This is an optimization exercise on Yosys and OpenROAD, whose aim is small area and a short achievable clock period, not a production implementation.
In this exercise RTL edits were held to simulation tests only and were not proved equivalent to the original.
No activity file was given, so power comes from the tool's default toggle rates.

==> flow/design.v <==
module Val2gen (
    input         m,
    input         I,
    input  [31:0] Val_RM,
    input  [11:0] imm,
    input  [11:0] shift_operand,
    output reg [31:0] Val2
);
wire [4:0]  rot_amt  = {imm[11:8], 1'b0};
wire [63:0] rot_imm  = {24'b0, imm[7:0], 24'b0, imm[7:0]} >> rot_amt;
wire [4:0]  sh_amt   = shift_operand[11:7];
wire [63:0] rot_rm   = {Val_RM, Val_RM} >> sh_amt;
always @(*) begin
    if (m)
        Val2 = {20'b0, imm};
    else if (I)
        Val2 = rot_imm[31:0];
    else begin
        case (shift_operand[6:5])
            2'b00: Val2 = Val_RM << sh_amt;
            2'b01: Val2 = Val_RM >> sh_amt;
            2'b10: Val2 = $signed(Val_RM) >>> sh_amt;
            default: Val2 = rot_rm[31:0];
        endcase
    end
end
endmodule
module ALU (input [3:0] ALU_Comnd,
            input [31:0] Val1,Val2,
            input C,
            output reg [31:0] ALU_out,
            output [3:0] SR);
reg V1, C1;
wire N1, Z1;
assign SR = {Z1, C1, N1, V1};
assign N1 = ALU_out[31];
assign Z1 = |ALU_out ? 1'b0:1'b1;
parameter [3:0] MOV=4'b0001,MVN=4'b1001,ADD=4'b0010,ADC=4'b0011,         SUB=4'b0100,AND=4'b0110,SBC=4'b0101,
                ORR=4'b0111,EOR=4'b1000,CMP=4'b0100,TST=4'b0110,LDR=4'b0010,STR=4'b0010;
always @(ALU_Comnd,Val1,Val2,C) begin
    C1 = 1'b0; V1 = 1'b0;
    case (ALU_Comnd)
    MOV:  ALU_out = Val2;
    MVN:  ALU_out = ~Val2;
    ADD:  begin {C1, ALU_out} = Val1+Val2;
                    V1 = (Val1[31] ~^ Val2[31]) & (ALU_out[31] ^ Val1[31]);
    end
    ADC:  begin {C1, ALU_out} = Val1+Val2+C; V1 = (Val1[31] ~^ Val2[31]) & (ALU_out[31] ^ Val1[31]);end
    SUB:  begin {C1, ALU_out} = Val1-Val2; V1 = (Val1[31] ^ Val2[31]) & (ALU_out[31] ^ Val1[31]);end
    SBC:  begin {C1, ALU_out} = Val1-Val2-(!C); V1 = (Val1[31] ^ Val2[31]) & (ALU_out[31] ^ Val1[31]);end
    AND:  ALU_out = Val1&Val2;
    ORR:  ALU_out = Val1|Val2;
    EOR:  ALU_out = Val1^Val2;
    CMP:  begin {C1, ALU_out} = Val1-Val2; V1 = (Val1[31] ^ Val2[31]) &     (ALU_out[31] ^ Val1[31]);end
    TST:  ALU_out = Val1&Val2;
    LDR:  ALU_out = Val1+Val2;
    STR:  ALU_out = Val1+Val2;
        default: ALU_out=32'b0;
    endcase 
end
endmodule
module EXE_stage(
                input [31:0] PC,
                input MEM_R_EN,
                input MEM_W_EN,
                input [3:0] EXE_CMD,
                input S, 
                input I,
                input [31:0] Val_RN,
                input [31:0] Val_RM,
                input [11:0] imm,
                input [11:0] shift_operand,
                input signed [23:0] signed_immed_24,
                input [3:0] status,
                output wire [31:0] BranchAddr,
                output [3:0] status_out,
                output wire [31:0] ALU_out
                );
wire [31:0] Val2;
            Val2gen val2gen_instance (
                                      .m(MEM_R_EN|MEM_W_EN),
                                      .I(I),
                                      .Val_RM(Val_RM),
                                      .imm(imm),
                                      .shift_operand(shift_operand),
                                      .Val2(Val2)
                                     );
assign BranchAddr = PC + {signed_immed_24[23], signed_immed_24[23],
                          signed_immed_24[23], signed_immed_24[23],
                          signed_immed_24[23], signed_immed_24[23],
                          signed_immed_24, 2'b00};
            ALU alu_instance(
                             .ALU_Comnd(EXE_CMD),
                             .Val1(Val_RN), 
                             .Val2(Val2),
                             .C(status[2]),
                             .ALU_out(ALU_out),
                             .SR(status_out)
                            );
endmodule
module arm_exe (
    input             clk,
    input             rst,
    input      [31:0] PC,
    input             MEM_R_EN,
    input             MEM_W_EN,
    input      [3:0]  EXE_CMD,
    input             I,
    input      [31:0] Val_RN,
    input      [31:0] Val_RM,
    input      [11:0] imm,
    input      [11:0] shift_operand,
    input      [23:0] signed_immed_24,
    input      [3:0]  status,
    output reg [31:0] BranchAddr,
    output reg [3:0]  status_out,
    output reg [31:0] ALU_out
);
wire [31:0] branch_w, alu_w;
wire [3:0]  status_w;
EXE_stage exe (
    .PC(PC), .MEM_R_EN(MEM_R_EN), .MEM_W_EN(MEM_W_EN), .EXE_CMD(EXE_CMD),
    .S(1'b0), .I(I), .Val_RN(Val_RN), .Val_RM(Val_RM), .imm(imm),
    .shift_operand(shift_operand), .signed_immed_24(signed_immed_24),
    .status(status), .BranchAddr(branch_w), .status_out(status_w),
    .ALU_out(alu_w)
);
always @(posedge clk or posedge rst) begin
    if (rst) begin
        BranchAddr <= 32'b0;
        status_out <= 4'b0;
        ALU_out    <= 32'b0;
    end else begin
        BranchAddr <= branch_w;
        status_out <= status_w;
        ALU_out    <= alu_w;
    end
end
endmodule
==> flow/run.sh <==
#!/bin/bash
# synth_recipe.tcl (not shown) runs the flow's synth.tcl, then flattens the netlist and writes it again
# the make line also repeats each setting of config.mk as NAME=value (left out here)
make -C /OpenROAD-flow-scripts/flow DESIGN_CONFIG=/design/flow/config.mk WORK_HOME=/design/flow/orfs CLKGATE_MAP_FILE= SYNTH_SCRIPT=/design/flow/synth_recipe.tcl finish
==> flow/config.mk <==
export PLATFORM = sky130hd
export DESIGN_NAME = arm_exe
export DESIGN_NICKNAME = arm_exe
export VERILOG_FILES = /design/flow/design.v
export SDC_FILE = /design/flow/constraint.sdc
export NUM_CORES = 4
export LEC_CHECK = 0
export CAP_MARGIN = 20
export CORE_MARGIN = 2
export CORE_UTILIZATION = 40
export PLACE_DENSITY = 0.6
export SLEW_MARGIN = 20
==> flow/constraint.sdc <==
create_clock -name core_clock -period 10.0 [get_ports {clk}]
set_input_delay 2.0000 -clock core_clock [delete_from_list [all_inputs] [get_ports {clk}]]
set_output_delay 2.0000 -clock core_clock [all_outputs]
set_load 0.01 [all_outputs]
==> metrics.md <==
| Metric | Value |
|---|---|
| Io pins | 225 |
| Starting DRT DRC Count | 2585 |
| EDFF count, synth | 0 |
| Post-DR vias/cell | 6.71 |
| Diode count | 0 |
| Syn Nets | 2771 |
| Die H | 219 microns |
| Gpl congestion | 1.08 |
| Max_slew headroom | 0.215 |
| Critical path class | input pin to flip-flop |
| Global-route wire length before repair | 135 mm |
| Status | complete, no violations |
| Post-synthesis mux area share | 0.151 |
| XOR/XNOR Fraction of Synth Area | 0.0542 |
| Main combinational cell family by area after synthesis | compound AO/OA/AOI/OAI gates |
| # port buffers | 216 |
| Unrepaired setup endpoints after global routing | no |
| Final WL | 91.9 mm |
| CP peak stage delay | 0.82 ns |
| Adder-Cell Fraction of Synth Area | 0.0915 |
| # setup viols final | 0 |
| Share of layout cells above drive strength 1 | 0.145 |
| Starting density of the core | 0.408 |
| Core area | 45600 sq um |
| CTS Buffer Depth | 2 |
| Most frequent cells in the layout | 211 x clkdlybuf4s50_1, 208 x nand2_1, 206 x buf_4 |
| Hold-fix buffers, CTS | 0 |
| CP endpoint kind | flip-flop |
| Most used DFF post-synth | dfrtp_1 |
| Synth-to-layout area growth | 20.9% |
| Power per Cell Area | 96.3 nW/um^2 |
| Fmax | 104 MHz |
| CTS tree | done |
| Leak Pwr | 9.19 nW |
| Crit Path Max Fanout | 13 |
| Async SR Flop Fraction | 1.00 |
| Post-synthesis simple-gate area fraction | 0.244 |
| CP max-delay cell | clkdlybuf4s50_1 |
| Worst vdd ir | 0.0751 mV |
| Final Instance Count excl. Fillers | 3317 |
| Synth cell types | 119 |
| Seq cells post-synth | 67 |
| Global Route Usage Sum | 0.374 |
| Largest net degree at the start of global routing | 68 |
| CTS clock-pin slew for the worst setup and hold paths | 0.06 ns |
| Clock root buffer | clkbuf_16 |
| CP Buf/Inv Count | 5 |
| Worst EP arrival | 9.87 ns |
| YS warnings | 3 |
| Die W | 219 microns |
| Die Footprint | 48200 sq um |
| Final Hold Fails | 0 |
| HP Class | input pin to flip-flop |
| Fin crit share | 0.961 |
| Post-route ant nets | 0 |
| Most common cell after layout, fill and taps aside | clkdlybuf4s50_1 |
| Total gr overflow | 0 |
| Post-DP HPWL | 73.5 mm |
| Count of cells resized by post-cts repair | 0 |
| DRC | 0 |
| Synthesized cell area | 18600 sq um |
| Dpl cells | 3303 |
| Setup repair bufs after CTS | 0 |
| Top cell by count, worst path | mux2i_1 |
| Final min period | 9.61 ns |
| CP required | 10.26 ns |
| Initial antenna violation count | 3 |
| Via count | 22.3k |
| Tightest Pin Transition | 1.17 ns |
| Family with the most delay on the worst path | compound AO/OA/AOI/OAI gates |
| DRT Pass-1 Iters | 6 |
| Register area share after synthesis | 0.0903 |
| CTS Buf Count | 9 |
| H-tree Lvls | 3 |
| Post-synthesis cell count | 2480 |
| Final slew viol count | 0 |
| DR WL/cell | 27.7 microns |
| Syn Area/Cell | 7.49 sq um |
| MaxCap Viol Count | 0 |
| Worst setup SP type | input pin |
| Post-synthesis compound-gate area fraction | 0.290 |
| Setup TNS | 0 ns |
| Vias in the first global route | 21.1k |
| Sink Count | 67 |
| Final #Nets | 3005 |
| Std cell rows | 78 |
==> path summary, 6_finish.rpt <==
path	to	startpoint	slack, ns	depth (start not counted)
worst max-delay path	status_out[3]$_DFF_PP0_	Val_RM[13]	0.39	25
worst min-delay path	BranchAddr[0]$_DFF_PP0_	PC[0]	2.09	1
min in group asynchronous	BranchAddr[0]$_DFF_PP0_	rst	2.25	3
max in group asynchronous	ALU_out[1]$_DFF_PP0_	rst	7.16	3
==> synthesized netlist by cell type (25+ instances only) <==
cell type  number  area [sq um]
nor3_1         75           375
o22ai_1        27           169
o221ai_1       25           219
a31oi_1        34           213
o31ai_1        25           188
o21ai_0       135           676
nand2b_1       42           263
ha_1          131          1640
and3_1         32           200
nand2_1       208           781
a22oi_1        31           233
mux4_2         53          1190
buf_2          46           230
o211ai_1       52           390
a211oi_1       47           353
xnor2_1        84           736
inv_1         121           454
a21o_1         33           248
clkbuf_1      114           428
dfrtp_1        67          1680
nor2b_1        31           194
nand3_1        77           385
a21oi_1       142           711
nand4_1        29           181
mux2i_1        96           961
mux2_2         39           439
xor2_1         29           254
and2_1         28           175
nor2_1        203           762
==> kinds of logic after synthesis <==
kind of cell	after synthesis
flops	67
simple gates	872
mux	197
xor+xnor	114
fa+ha+maj	134
compound gates	769
buf+inv	327
==> per-stage QoR <==
step | setup slack, ns | hold WS, ns | utilization | cell area [sq um] | power, W
after floorplan | 1.78 | 2.03 | - | 18600 | 0.00119
after global placement | 0.363 | 2.45 | 0.486 | 22100 | 0.00175
after detailed placement | 0.348 | 2.45 | 0.486 | 22100 | 0.00177
after CTS | 0.644 | 2.08 | 0.493 | 22400 | 0.00213
after global routing | 0.194 | 2.09 | 0.493 | 22400 | 0.00227
final | 0.385 | 2.09 | 0.493 | 22400 | 0.00216
==> registers in the layout (all words and copies together), names as in the netlist <==
signal      count
status_out      4
BranchAddr     32
ALU_out        31
==> layer usage <==
layer	part of all wire	global-route usage	vias up
met5	0.00045	0	-
met4	0.055	0.180	6
met3	0.089	0.0493	251
met2	0.45	0.600	1338
met1	0.41	0.495	10800
li1	-	-	9863
==> area by class of cell <==
cell class | count | area, sq um
clock inverters | 5 | 80.1
clock buffers | 9 | 225
fillers | 4543 | 23100
repair buffers | 425 | 3780
well taps | 600 | 751
inverters | 125 | 469
flip-flops and latches | 67 | 1680
multi-input cells | 2086 | 15500
==> power breakdown <==
group          internal, W  switching, W
clock network     0.000215      0.000139
registers         0.000317     0.0000129
logic             0.000607      0.000871

-- separate check: timing with driven ports --
How much do the figures lean on ideal ports? The routed layout below was timed once more, with nothing changed but the port constraints. Step 1 assumes that a clkbuf_16 drives the clock port and a buf_2 every other input. Step 2 times the ports against the registers' clock, not the clock port: input delays grow and output delays shrink by t, the midpoint of the rising clock arrivals with the driver on. Slacks: no drivers / after step 1 / after step 2; pairs: no drivers / after step 1.
t (ns): 0.407
slack for setup (ns): 0.385 / 0.419 / 0.012
worst setup path at the end: input to register
slew at the worst register clock pin (ns): 0.07 / 0.07
worst slew at a driven data input, ns: 0.09
After both steps this run still meets setup and hold. For this run, drivers alone change the setup slack by +0.034 ns; drivers and shift together by -0.373 ns.
